This is an optimization exercise on Yosys and OpenROAD, whose aim is small area, a short achievable clock period and few clock cycles per item, not a production implementation. No run shown here included a check of the RTL's function; only the layout flow was run.

$ cat flow/design.v
module riscv_base_divider (
    input           clk_i,
    input           rst_i,
    input           opcode_valid_i,
    input  [31:0]   opcode_opcode_i,
    input  [31:0]   opcode_pc_i,
    input           opcode_invalid_i,
    input  [4:0]    opcode_rd_idx_i,
    input  [4:0]    opcode_ra_idx_i,
    input  [4:0]    opcode_rb_idx_i,
    input  [31:0]   opcode_ra_operand_i,
    input  [31:0]   opcode_rb_operand_i,
    output          writeback_valid_o,
    output [31:0]   writeback_value_o
);
    wire inst_div_w  = (opcode_opcode_i & 32'hfe00707f) == 32'h2004033;
    wire inst_divu_w = (opcode_opcode_i & 32'hfe00707f) == 32'h2005033;
    wire inst_rem_w  = (opcode_opcode_i & 32'hfe00707f) == 32'h2006033;
    wire inst_remu_w = (opcode_opcode_i & 32'hfe00707f) == 32'h2007033;
    wire div_rem_inst_w = inst_div_w | inst_divu_w | inst_rem_w | inst_remu_w;
    wire valid_req_w = opcode_valid_i & div_rem_inst_w & ~opcode_invalid_i;
    localparam [1:0] S_IDLE = 2'd0, S_SETUP = 2'd1, S_ITER = 2'd2;
    reg [1:0]  state_q;
    reg        valid_q;
    reg [33:0] rem_q;      
    reg [33:0] div_q;      
    reg [31:0] quo_q;      
    reg [5:0]  cnt_q;      
    reg        is_div_q;
    reg        an_q;       
    reg        sub_q;      
    reg        inv_q;      
    function [5:0] msb32;
        input [31:0] x;
        reg [15:0] n1; reg [15:0] p1;
        reg [7:0]  n2; reg [15:0] p2;
        reg [3:0]  n3; reg [11:0] p3;
        reg [1:0]  n4; reg [7:0]  p4;
        integer i;
        begin
            for (i = 0; i < 16; i = i + 1) begin
                n1[i] = x[2*i+1] | x[2*i];
                p1[i] = x[2*i+1];
            end
            for (i = 0; i < 8; i = i + 1) begin
                n2[i] = n1[2*i+1] | n1[2*i];
                p2[2*i+:2] = n1[2*i+1] ? {1'b1, p1[2*i+1]} : {1'b0, p1[2*i]};
            end
            for (i = 0; i < 4; i = i + 1) begin
                n3[i] = n2[2*i+1] | n2[2*i];
                p3[3*i+:3] = n2[2*i+1] ? {1'b1, p2[2*(2*i+1)+:2]} : {1'b0, p2[2*(2*i)+:2]};
            end
            for (i = 0; i < 2; i = i + 1) begin
                n4[i] = n3[2*i+1] | n3[2*i];
                p4[4*i+:4] = n3[2*i+1] ? {1'b1, p3[3*(2*i+1)+:3]} : {1'b0, p3[3*(2*i)+:3]};
            end
            msb32 = {n4[1] | n4[0], n4[1] ? {1'b1, p4[7:4]} : {1'b0, p4[3:0]}};
        end
    endfunction
    wire        sgn_w   = ~opcode_opcode_i[12];
    wire        an_in_w = sgn_w & opcode_ra_operand_i[31];
    wire        bn_in_w = sgn_w & opcode_rb_operand_i[31];
    wire [5:0]  ma_w    = msb32(opcode_ra_operand_i ^ {32{an_in_w}});
    wire [5:0]  mb_w    = msb32(opcode_rb_operand_i ^ {32{bn_in_w}});
    wire [5:0]  s_w     = {1'b0, ma_w[4:0]} - {1'b0, mb_w[4:0]}
                          + {5'd0, ma_w[5]} - {5'd0, mb_w[5]} + {5'd0, an_in_w};
    wire [33:0] t_w     = rem_q + (div_q ^ {34{sub_q}}) + {33'd0, sub_q};
    wire        tzero_w = (t_w == 34'd0);
    wire        acc_w   = an_q ? (t_w[33] | tzero_w) : ~t_w[33];
    wire        bzero_w  = (div_q == 34'd0);
    wire        negq_w   = is_div_q & ~sub_q & ~bzero_w;
    wire        presub_w = acc_w & ~(is_div_q & sub_q);
    wire        last_w   = (cnt_q == 6'd0);
    always @(posedge clk_i or posedge rst_i) begin
        if (rst_i) begin
            state_q <= S_IDLE;
            valid_q <= 1'b0;
        end else begin
            valid_q <= 1'b0;
            case (state_q)
                S_IDLE:  if (valid_req_w) state_q <= S_SETUP;
                S_SETUP: if (bzero_w | ~acc_w) begin
                             state_q <= S_IDLE;
                             valid_q <= 1'b1;
                         end else
                             state_q <= S_ITER;
                default: if (last_w) begin
                             state_q <= S_IDLE;
                             valid_q <= 1'b1;
                         end
            endcase
        end
    end
    always @(posedge clk_i) begin
        case (state_q)
            S_IDLE: begin
                is_div_q <= ~opcode_opcode_i[13];
                an_q     <= an_in_w;
                sub_q    <= ~(an_in_w ^ bn_in_w);
                rem_q    <= {{2{an_in_w}}, opcode_ra_operand_i};
                div_q    <= {{2{bn_in_w}}, opcode_rb_operand_i};
                cnt_q    <= s_w;
            end
            S_SETUP: begin
                if (presub_w & ~bzero_w) rem_q <= t_w;
                inv_q <= negq_w;
                quo_q <= {32{bzero_w | (negq_w & acc_w)}};
                div_q <= div_q << cnt_q;
            end
            default: begin
                if (acc_w) rem_q <= t_w;
                quo_q <= {quo_q[30:0], acc_w ^ inv_q};
                div_q <= {div_q[33], div_q[33:1]};
                cnt_q <= cnt_q - 6'd1;
            end
        endcase
    end
    assign writeback_valid_o = valid_q;
    assign writeback_value_o = is_div_q ? quo_q : rem_q[31:0];
endmodule
$ cat flow/run.sh
#!/bin/bash
# synth_recipe.tcl (not shown) runs the flow's synth.tcl, then flattens the netlist and writes it again
# the make line also repeats each setting of config.mk as NAME=value (left out here)
make -C /OpenROAD-flow-scripts/flow DESIGN_CONFIG=/design/flow/config.mk WORK_HOME=/design/flow/orfs CLKGATE_MAP_FILE= SYNTH_SCRIPT=/design/flow/synth_recipe.tcl finish
$ cat flow/config.mk
export PLATFORM = sky130hd
export DESIGN_NAME = riscv_base_divider
export DESIGN_NICKNAME = riscv_base_divider
export VERILOG_FILES = /design/flow/design.v
export SDC_FILE = /design/flow/constraint.sdc
export NUM_CORES = 4
export LEC_CHECK = 0
export CAP_MARGIN = 20
export CORE_MARGIN = 2
export CORE_UTILIZATION = 40
export SETUP_SLACK_MARGIN = 3.0
export SLEW_MARGIN = 20
$ cat flow/constraint.sdc
create_clock -name core_clock -period 6.0 [get_ports {clk_i}]
set_input_delay 1.2000 -clock core_clock [delete_from_list [all_inputs] [get_ports {clk_i}]]
set_output_delay 1.2000 -clock core_clock [all_outputs]
set_load 0.01 [all_outputs]
==> summary.txt, run 1 <==
Outcome:
- The flow ran to the end and the layout has no timing, DRC or antenna violations.

Placed design:
- Before CTS, the worst setup slack after placement is 0.1301 ns.
- During placement, the flow inserted port buffers numbering 117.
- The number of placed instances, taps included, is approximately 1.8k.
- The weighted congestion at the end of routability-driven global placement is 0.9669.
- Detailed placement ended at an HPWL of between 30,000 and 40,000 um.

Clocking:
- The H-tree was split into 4 levels.
- The clock root buffer is sky130_fd_sc_hd__clkbuf_16.
- The tree built by TritonCTS fans out to between 100 and 150 sinks.
- The clock slew seen by the registers of the worst setup and hold paths is approximately 0.060 ns.
- No sink is reached through more buffers than the 2 on the longest clock path.
- For this design, the CTS-stage hold fixing added 0 buffers.
- The CTS tree is done.
- Clock latency on the worst-skew pair, taken at its later pin, is 0.44 ns.
- The total CTS buffers is 17.

Timing:
- The worst-case headroom to the max-slew limit is 0.4147.
- The minimum clock period after layout is 4.657 ns.
- At the pin with the least slew margin, the transition time is 0.8779 ns.
- The final-report max-slew violation count came to 0.
- The maximum clock frequency is 214.8 MHz.
- The share of the clock period used by the worst path after layout is 0.7761.
- The least setup slack across all paths after layout is between 1 and 1.5 ns.
- Setup repair after global routing could not meet its margin everywhere.
- The tightest hold margin is ~0.54 ns.
- Setup violations remaining at the end of the flow were counted as 0.
- The count of final hold-check violations is 0.
- For the final routed database, the setup TNS stands at 0 ns.
- The final worst clock skew is 0.01256 ns.

Worst setup path:
- The worst register-to-register path has a setup slack of 1.62 ns.
- The data arrival time of the critical path is 4.83 ns.
- For the worst flop-to-flop path, the logic depth is 15.
- The worst setup path is launched from a primary input.
- The critical-path maximum fanout is 5.
- The start-to-end type of the worst setup path is primary input to register.
- STA puts the critical path data required time at just over 6 ns.
- The beginning of the worst register-to-register path is sub_q$_DFFE_PP_.
- The destination of the worst register-to-register timing path is rem_q[11]$_DFFE_PP_.
- STA classifies the critical path endpoint as a register.

Final layout:
- 0 antenna diodes ended up in the layout.
- Of the cells placed in the final design, the portion with a size suffix greater than 1 is 0.3007.
- In the final design database the tool counted roughly 1.8k nets.
- The end-of-flow core utilization is 0.5732.
- Excluding fillers, the count of instances in the completed layout stands at roughly 2.0k.
- Compared with the post-synthesis result, the final layout area differs by 40.97%.

Detailed routing:
- The total routed wirelength is between 40,000 and 50,000 um.
- The detailed-route vias per instance is 6.194.
- The via total after detailed routing is around 12k.
- The post-route antenna net violation count is 0.
- After detailed routing, the number of remaining DRC violations is 0.
- The number of detailed-routing iterations run before antenna repair is 7.
- The detailed router finished its first iteration with roughly 1.2k violations.
- The detailed-route wire length per cell is roughly 22 um.

Synth:
- Sorting the synthesized cells by area gives the leading types as sky130_fd_sc_hd__edfxtp_1 20%, sky130_fd_sc_hd__nand2_1 6.7%, sky130_fd_sc_hd__dfxtp_1 5.8%.
- The gate count after technology mapping is around 1.4k.
- The fraction of post-synthesis cell area in the top cell type by area is 0.2047.
- Of all cell types, the one taking the most synthesized area is sky130_fd_sc_hd__edfxtp_1.
- The async set or reset register ratio after synthesis is 0.02655.
- The area share of and/or/nand/nor cells after synthesis is 0.2056.
- Of the total synthesized cell area, the portion taken by full adders, half adders and majority gates is 0.06092.
- For this run, the number of Yosys warnings is 1.
- The most used flip-flop cell after synthesis is sky130_fd_sc_hd__edfxtp_1.
- Counting flops with a built-in enable in the synthesized netlist gives 77.
- A synthesized cell averages 8.115 um^2.
- After synthesis, the largest family of logic cells by area is compound AO/OA/AOI/OAI gates.
- The area share of xor/xnor cells in the synthesized design is 0.05250.
- The flip-flop and latch count after synthesis is 113.
- The post-synth net total is 1,591.
- The fraction of the mapped netlist area in compound gates is 0.2504.
- The fraction of the yosys area taken by sequential cells is 0.2698.
- The multiplexer area fraction after synthesis is 0.1125.
- The cell area after synthesis is about 0.011 mm^2.
- The synthesized netlist contains between 80 and 90 unique library cells.

GRT:
- The global-route total usage across every layer is 0.2949.
- The pin count of the biggest net entering global routing is ~50.
- The total overflow left after global routing is 0.
- The first global-routing pass estimated 65,920 um of wire.
- The number of antenna violations at the first check in global routing came to 1.
- The number of global-route vias before repair is 11.14k.

Die:
- The die is 172.0 um tall.
- The initial utilization of the core area, before any placement, comes to 0.4066.
- The overall die area is between 0.02 and 0.03 mm^2.
- The number of top-level design ports is 180.
- The core region is 0.02778 mm^2.
- The number of placement rows is a little over 60.
- The die is about 170 um wide.

Hold path:
- The terminating pin of the worst hold path is quo_q[14]$_DFFE_PN_.
- The worst hold path belongs to the class register to register.
- The startpoint identified for the worst hold timing path is quo_q[13]$_DFFE_PN_.
- The worst hold path cell count is 2.

Job:
- The tool flagged a number of max-cap violations equal to 0.
worst max path at each step:
stage | from | endpoint | slack, ns | depth (start not counted)
final | opcode_opcode_i[12] | cnt_q[5]$_DFFE_PN_ | 1.34 | 22
after global routing | opcode_opcode_i[12] | cnt_q[5]$_DFFE_PN_ | 1.20 | 22
after CTS | opcode_opcode_i[12] | cnt_q[5]$_DFFE_PN_ | 1.34 | 22
after detailed placement | opcode_opcode_i[12] | cnt_q[5]$_DFFE_PN_ | 0.13 | 22
after global placement | opcode_opcode_i[12] | cnt_q[5]$_DFFE_PN_ | 0.19 | 22
after floorplan | opcode_opcode_i[12] | cnt_q[5]$_DFFE_PN_ | 1.17 | 22
placed cells by master, fill, tap and decap left out, drive strengths merged, types with 19 or more instances in the layout:
master | Yosys | final
dfxtp | 33 | 33
clkbuf | 58 | 34
buf | 25 | 119
nor3 | 38 | 38
or3 | 22 | 22
a31oi | 22 | 22
inv | 52 | 52
ha | 47 | 47
nand3 | 38 | 38
xor2 | 46 | 46
dlygate4sd2 | 0 | 26
clkdlybuf4s50 | 0 | 52
nor2 | 85 | 85
nand2 | 202 | 202
xnor2 | 19 | 19
mux2i | 49 | 49
mux2 | 51 | 51
edfxtp | 77 | 77
a21oi | 92 | 92
a22oi | 27 | 27
o21ai | 133 | 133
layout make-up:
cell class | instances | area, um^2
Clock buffer | 20 | 466.7
Clock inverter | 12 | 132.6
Fill cell | 2528 | 11860
Inverter | 53 | 216.5
Multi-Input combinational cell | 1144 | 9220
Sequential cell | 113 | 3049
Tap cell | 378 | 473.0
Timing Repair Buffer | 231 | 2366
cells in the mapped netlist, drive strengths merged (5+ instances only):
| cell type | instances |
|---|---|
| and3 | 17 |
| xor2 | 46 |
| a21oi | 92 |
| nor4 | 15 |
| o21a | 7 |
| nor2b | 11 |
| a21o | 13 |
| o211ai | 13 |
| nand4 | 16 |
| inv | 52 |
| buf | 25 |
| o221ai | 8 |
| o21bai | 6 |
| o22ai | 9 |
| a31oi | 22 |
| a22oi | 27 |
| clkbuf | 58 |
| nand2 | 202 |
| nand2b | 17 |
| edfxtp | 77 |
| o21ai | 133 |
| nor3 | 38 |
| a211o | 5 |
| a222oi | 6 |
| dfxtp | 33 |
| a221oi | 10 |
| o31ai | 5 |
| nand3 | 38 |
| nor2 | 85 |
| or3 | 22 |
| a21boi | 6 |
| xnor2 | 19 |
| ha | 47 |
| mux2 | 51 |
| mux4 | 9 |
| and2 | 9 |
| fa | 5 |
| mux2i | 49 |
| or4 | 6 |
| a211oi | 18 |
routing by layer:
layer	track usage	vias up	part of all wire
met3	0.05013	87	0.092
met2	0.4379	660	0.43
li1	-	5553	-
met4	0.1078	2	0.032
met5	0	-	0.00023
met1	0.4281	5783	0.45
flip-flops by register name, summed over array words and instances (netlist names):
| register | cells |
|---|---|
| div_q | 34 |
| rem_q | 34 |
| quo_q | 32 |
| cnt_q | 6 |
| state_q | 2 |
| an_q | 1 |
| inv_q | 1 |
| is_div_q | 1 |
| sub_q | 1 |
| valid_q | 1 |
repair_timing:
action                     CTS  global route
pin swaps                   68            59
gates cloned                10             0
setup buffers               58            23
gates resized for setup    296           137
setup endpoints to repair  132           110
through the flow:
| step | instance area, um^2 |
|---|---|
| floorplan | 11540 |
| global placement | 13000 |
| detailed placement | 13000 |
| CTS | 15300 |
| global route | 15920 |
| finish | 15920 |
worst max-delay path, stage by stage:
cell,delay [ns]
sky130_fd_sc_hd__buf_12,0.10
sky130_fd_sc_hd__nand2b_4,0.16
sky130_fd_sc_hd__inv_8,0.09
sky130_fd_sc_hd__buf_6,0.12
sky130_fd_sc_hd__a31oi_4,0.08
sky130_fd_sc_hd__o22ai_2,0.22
sky130_fd_sc_hd__a21oi_1,0.09
sky130_fd_sc_hd__or3_1,0.32
sky130_fd_sc_hd__a21oi_2,0.17
sky130_fd_sc_hd__o21ai_2,0.07
sky130_fd_sc_hd__a222oi_1,0.32
sky130_fd_sc_hd__fa_1,0.52
sky130_fd_sc_hd__fa_2,0.37
sky130_fd_sc_hd__inv_2,0.07
sky130_fd_sc_hd__ha_4,0.12
sky130_fd_sc_hd__inv_2,0.03
sky130_fd_sc_hd__fa_2,0.32
sky130_fd_sc_hd__inv_2,0.06
sky130_fd_sc_hd__a21o_1,0.11
sky130_fd_sc_hd__a21oi_2,0.05
sky130_fd_sc_hd__xnor2_1,0.13
sky130_fd_sc_hd__a21oi_1,0.08
cells by family (layout without fill, tap and decap cells):
group                    after synthesis  count (layout)
adder cells (fa/ha/maj)               52              52
AO/OA/AOI/OAI                        422             423
flip-flops                           113             113
AND/OR/NAND/NOR                      494             494
buffers and inverters                136             316
XOR/XNOR                              66              66
multiplexers                         109             109
==> run 2, diff against run 1 <==
--- a/flow/config.mk
+++ b/flow/config.mk
@@ -8,5 +8,5 @@
 export CAP_MARGIN = 20
 export CORE_MARGIN = 2
 export CORE_UTILIZATION = 40
-export SETUP_SLACK_MARGIN = 3.0
+export SETUP_SLACK_MARGIN = 3.6
 export SLEW_MARGIN = 20
==> run 2 against run 1 <==
Compared with the run above: register-to-register slack got worse by 0.02 ns; die area did not move; critical endpoint unchanged; highest routed layer is now met4; utilization rose by 5.9 points; maximum frequency rose by 0.51%; critical path type unchanged; still clean; sequential share of layout area fell by 1.8 points; flip-flop and latch count did not move.
==> summary.txt, run 2 <==
Detailed routing:
- The detailed-route wire length per cell is 23.66 um (+5.5%).
- The detailed-route vias per instance is 6.263 (+1.1%).
- The residual DRC count is 0 (unchanged).
- The post-route antenna net violation count is 0 (unchanged).
- The total routed wirelength is 47,800 um (+9.2%).
- The via total after detailed routing came to 12.65k (+4.7%).
- The starting DRC count in detailed routing is 1,524 (+32%).
- The number of detailed-routing iterations run before antenna repair is 6 (-1).

Worst setup path:
- The worst reg-to-reg path cell count is 16 (+1).
- The worst-case register-to-register setup slack is 1.60 ns (-0.02 ns).
- Grouping stages by cell kind, the critical path spends the most delay in adder cells.
- The critical path ends at cnt_q[5]$_DFFE_PN_.
- The worst setup path is launched from a primary input.
- The standard cell with the maximum stage delay on the critical path is sky130_fd_sc_hd__fa_1.
- The highest cell delay on the worst timing path is 0.51 ns (about the same).
- The number of stages on the worst setup path was 20 (-9.1%).
- The critical path goes through clkdlybuf4s15_1, nor3_2, a31oi_1, o22ai_2, a21oi_2, or3_1, a21oi_2, o21ai_2, a222oi_1, fa_1, fa_2, inv_2, ha_4, inv_2, fa_2, inv_2, a21o_1, a21oi_2, xnor2_1, a21oi_1.
- In this run the critical register-to-register path is launched from sub_q$_DFFE_PP_.
- The required arrival time at the worst endpoint is 6.17 ns (about the same).
- The critical-path maximum fanout is 5 (unchanged).
- The destination of the worst register-to-register timing path is quo_q[28]$_DFFE_PN_.
- The data arrival time of the critical path was 4.81 ns (-0.02 ns).
- The combined buffer and inverter count along the critical path is 4 (-2).
- The start-to-end type of the worst setup path is primary input to register.
- The worst setup path startpoint is opcode_ra_operand_i[3].
- STA classifies the critical path endpoint as a register.

Final layout:
- The number of fillers in the final layout is 2,259 (-11%).
- The area of the multi-input gates is 0.009993 mm^2 (+8.4%).
- The final layout net count is 1,828 (+3.9%).
- The register area came to 0.003050 mm^2 (about the same).
- The synthesis-to-finish area growth is 55.42%.
- Leaving out fill and tap cells, the most frequent cells in the layout are 181 x sky130_fd_sc_hd__nand2_1, 101 x sky130_fd_sc_hd__buf_4, 77 x sky130_fd_sc_hd__edfxtp_1.
- The antenna diode instance count is 0 (unchanged).
- The count of non-filler cells in the finished layout is 2,020 (+3.5%).
- The library cell used most frequently in the layout, excluding fill and tap cells, is sky130_fd_sc_hd__nand2_1.
- The largest registers in the layout are div_q: 34 flops, rem_q: 34 flops, quo_q: 32 flops.
- The share of post-route cells with drive strength above 1 was 0.3879 (+0.08724).

Die:
- The overall die area was 0.02960 mm^2 (unchanged).
- The number of top-level design ports is 180 (unchanged).
- The effective utilization at floorplan is 0.4066 (unchanged).
- The number of placement rows is 61 (unchanged).
- The x dimension of the die is 172.0 um (unchanged).
- The height of the die came to 172.0 um (unchanged).
- The placeable core region was 0.02778 mm^2 (unchanged).

Clocking:
- The total CTS buffers is 17 (unchanged).
- TritonCTS built the clock tree.
- The H-tree depth was 4 (unchanged).
- The post-cts hold buffer count is 0 (unchanged).
- The number of sinks handled by clock tree synthesis is 113 (unchanged).
- The clock slew seen by the registers of the worst setup and hold paths was 0.06 ns (about the same).
- The clock root buffer is sky130_fd_sc_hd__clkbuf_16.
- The maximum clock path buffer count is 2 (unchanged).
- The clock network latency to the later pin of the worst-skew pair came to 0.44 ns (about the same).

Synth:
- The count of flip-flops with a built-in enable after synthesis was 77 (unchanged).
- Of all cell types, the one taking the most synthesized area is sky130_fd_sc_hd__edfxtp_1.
- The most used flip-flop cell after synthesis is sky130_fd_sc_hd__edfxtp_1.
- The synthesized area divided by synthesized cell count is 8.115 um^2 (unchanged).
- The post-synth net total came to 1,591 (unchanged).
- By area the synthesized netlist is led by sky130_fd_sc_hd__edfxtp_1 20%, sky130_fd_sc_hd__nand2_1 6.7%, sky130_fd_sc_hd__dfxtp_1 5.8%.
- The flip-flop and latch count after synthesis is 113 (unchanged).
- The gate count after technology mapping is 1,392 (unchanged).
- The number of warnings reported in the yosys synthesis log is 1 (unchanged).
- By count the netlist is led by 202 x sky130_fd_sc_hd__nand2_1, 98 x sky130_fd_sc_hd__o21ai_0, 92 x sky130_fd_sc_hd__a21oi_1, 85 x sky130_fd_sc_hd__nor2_1, 77 x sky130_fd_sc_hd__edfxtp_1.
- The async set or reset register ratio after synthesis came to 0.02655 (unchanged).
- The number of distinct library cells after synthesis is 83 (unchanged).
- The fraction of the yosys area taken by sequential cells was 0.2698 (unchanged).
- The fraction of post-synthesis cell area in the top cell type by area is 0.2047 (unchanged).
- The cell area after synthesis came to 0.01130 mm^2 (unchanged).
- Among all cell types in the netlist, the one instantiated most often is sky130_fd_sc_hd__nand2_1.

Timing:
- Setup repair after global routing could not meet its margin everywhere.
- The least setup slack across all paths after layout is 1.367 ns (+0.02364 ns).
- The final-report max-slew violation count is 0 (unchanged).
- The worst-case headroom to the max-slew limit is 0.4362 (+0.02151).
- The maximum clock frequency is 215.8 MHz (+0.51%).
- The minimum clock period after layout is 4.633 ns (-0.02364 ns).
- The transition time of the tightest slew-check pin is 0.8457 ns (-0.03227 ns).
- The final worst clock skew is 0.008597 ns (-0.003963 ns).
- The number of endpoints failing setup at the final stage is 0 (unchanged).
- The setup total negative slack is 0 ns (unchanged).
- The count of final hold-check violations was 0 (unchanged).
- The share of the clock period used by the worst path after layout was 0.7722 (-0.003940).

GRT:
- The number of global-route vias before repair came to 11.47k (+3.0%).
- The number of antenna violations at the first check in global routing came to 0 (-1).
- The total global routing overflow is 0 (unchanged).
- The pin count of the biggest net entering global routing is 75 (+47%).
- The wire length of the first global-routing pass was 67,920 um (+3.0%).
- The global-route total usage across every layer was 0.3068 (+0.01195).

Placed design:
- The post-place setup slack is 0.2165 ns (+0.08641 ns).
- The weighted congestion at the end of routability-driven global placement is 0.9410 (-2.7%).
- The instance count after placement with tap cells included is 1,831 (+0.16%).
- The number of input and output port buffers inserted is 117 (unchanged).
- The half-perimeter wire length of the detailed placement result was 29,960 um (-0.78%).

Outcome:
- The run finished with no timing, DRC or antenna violations.

Job:
- The number of violations of the max-capacitance limit is 0 (unchanged).

Hold path:
- The path category of the worst min-delay check is register to register.
run 2: what timing repair did:
action,CTS,global route
endpoints found under the setup margin,175,159
gates cloned,13,1
resized for setup,526,163
pin swaps,80,91
setup buffers,98,45
run 2: area by class of cell:
| type | count | area share |
|---|---|---|
| clock inverters | 12 | 0.008054 |
| flip-flops and latches | 113 | 0.1738 |
| multi-input cells | 1145 | 0.5692 |
| clock buffers | 20 | 0.02487 |
| repair buffers | 299 | 0.1840 |
| inverters | 53 | 0.01311 |
| well taps | 378 | 0.02694 |
run 2: metrics by stage:
stage	util	instance area (um^2)	hold slack (ns)
final	0.6319	17560	0.5460
after detailed placement	0.4716	13100	0.5333
after CTS	0.5920	16450	0.5490
after global routing	0.6319	17560	0.5710
after global placement	0.4716	13100	0.5194
after floorplan	-	11670	0.4772
run 2: kinds of logic after synthesis:
| logic type | Yosys count | share of synthesized area |
|---|---|---|
| and+or+nand+nor | 494 | 0.2056 |
| AOI/OAI and AO/OA | 422 | 0.2504 |
| buffers and inverters | 136 | 0.04818 |
| DFF | 113 | 0.2698 |
| muxes | 109 | 0.1125 |
| xor gates and xnor gates | 66 | 0.05250 |
| adders and majority gates | 52 | 0.06092 |
run 2: metal layers:
metal	vias to the layer above	wire length (um)	GRT usage
met5	-	0	0
met4	0	1911	0.1118
met3	144	5013	0.06386
met2	738	21180	0.4673
met1	6063	19700	0.4292
li1	5707	-	-
run 2: worst min-delay path by stage:
stage                        start             endpoint  slack [ns]  cells past startpoint
2_1_floorplan    div_q[29]$_DFF_P_    div_q[28]$_DFF_P_        0.48                      2
3_3_place_gp    quo_q[7]$_DFFE_PN_   quo_q[8]$_DFFE_PN_        0.52                      2
3_5_place_dp   quo_q[22]$_DFFE_PN_  quo_q[23]$_DFFE_PN_        0.53                      2
4_1_cts         quo_q[9]$_DFFE_PN_  quo_q[10]$_DFFE_PN_        0.55                      2
5_1_grt         quo_q[2]$_DFFE_PN_   quo_q[3]$_DFFE_PN_        0.57                      2
6_report       quo_q[11]$_DFFE_PN_  quo_q[12]$_DFFE_PN_        0.55                      2
run 2: worst register-to-register path, cell delays in order, from the launching register on:
cell,delay (ns)
sky130_fd_sc_hd__edfxtp_1,0.34
sky130_fd_sc_hd__buf_6,0.15
sky130_fd_sc_hd__buf_12,0.17
sky130_fd_sc_hd__buf_12,0.19
sky130_fd_sc_hd__xor2_4,0.22
sky130_fd_sc_hd__ha_4,0.25
sky130_fd_sc_hd__a21oi_2,0.27
sky130_fd_sc_hd__o21ai_0,0.20
sky130_fd_sc_hd__a221oi_2,0.34
sky130_fd_sc_hd__o211ai_1,0.15
sky130_fd_sc_hd__or4_4,0.51
sky130_fd_sc_hd__a2111oi_4,0.28
sky130_fd_sc_hd__nand4_4,0.20
sky130_fd_sc_hd__o41a_4,0.55
sky130_fd_sc_hd__buf_12,0.16
sky130_fd_sc_hd__buf_16,0.15
sky130_fd_sc_hd__o21ai_4,0.12

[re-timing with driven ports]
In the flow no input, the clock included, has a driving cell. The finished layouts below were timed again as built, in two steps. Step 1 sets driving cells, clkbuf_16 on the clock port and buf_2 on the other inputs (assumed; they add their load-dependent delay and slew). Step 2 moves the port delays by t, midway between the first and last clock arrival at a register: inputs arrive t later, outputs are due t later. That takes back most of the time a late clock gives input paths. Slacks: ideal ports / drivers / drivers and shift; pairs: ideal ports / drivers.
run	t, ns	setup slack, ns	hold WS [ns]	clock arrival spread, ns
run 1	0.485	1.343 / 1.345 / 0.860	0.543 / 0.543 / 0.543	0.013 / 0.013
run 2	0.486	1.367 / 1.381 / 0.895	0.546 / 0.546 / 0.546	0.009 / 0.009
After both steps every run listed still meets setup and hold. The setup slack of run 1, which loses most, moves by +0.002 ns with the drivers and by -0.483 ns with both steps.
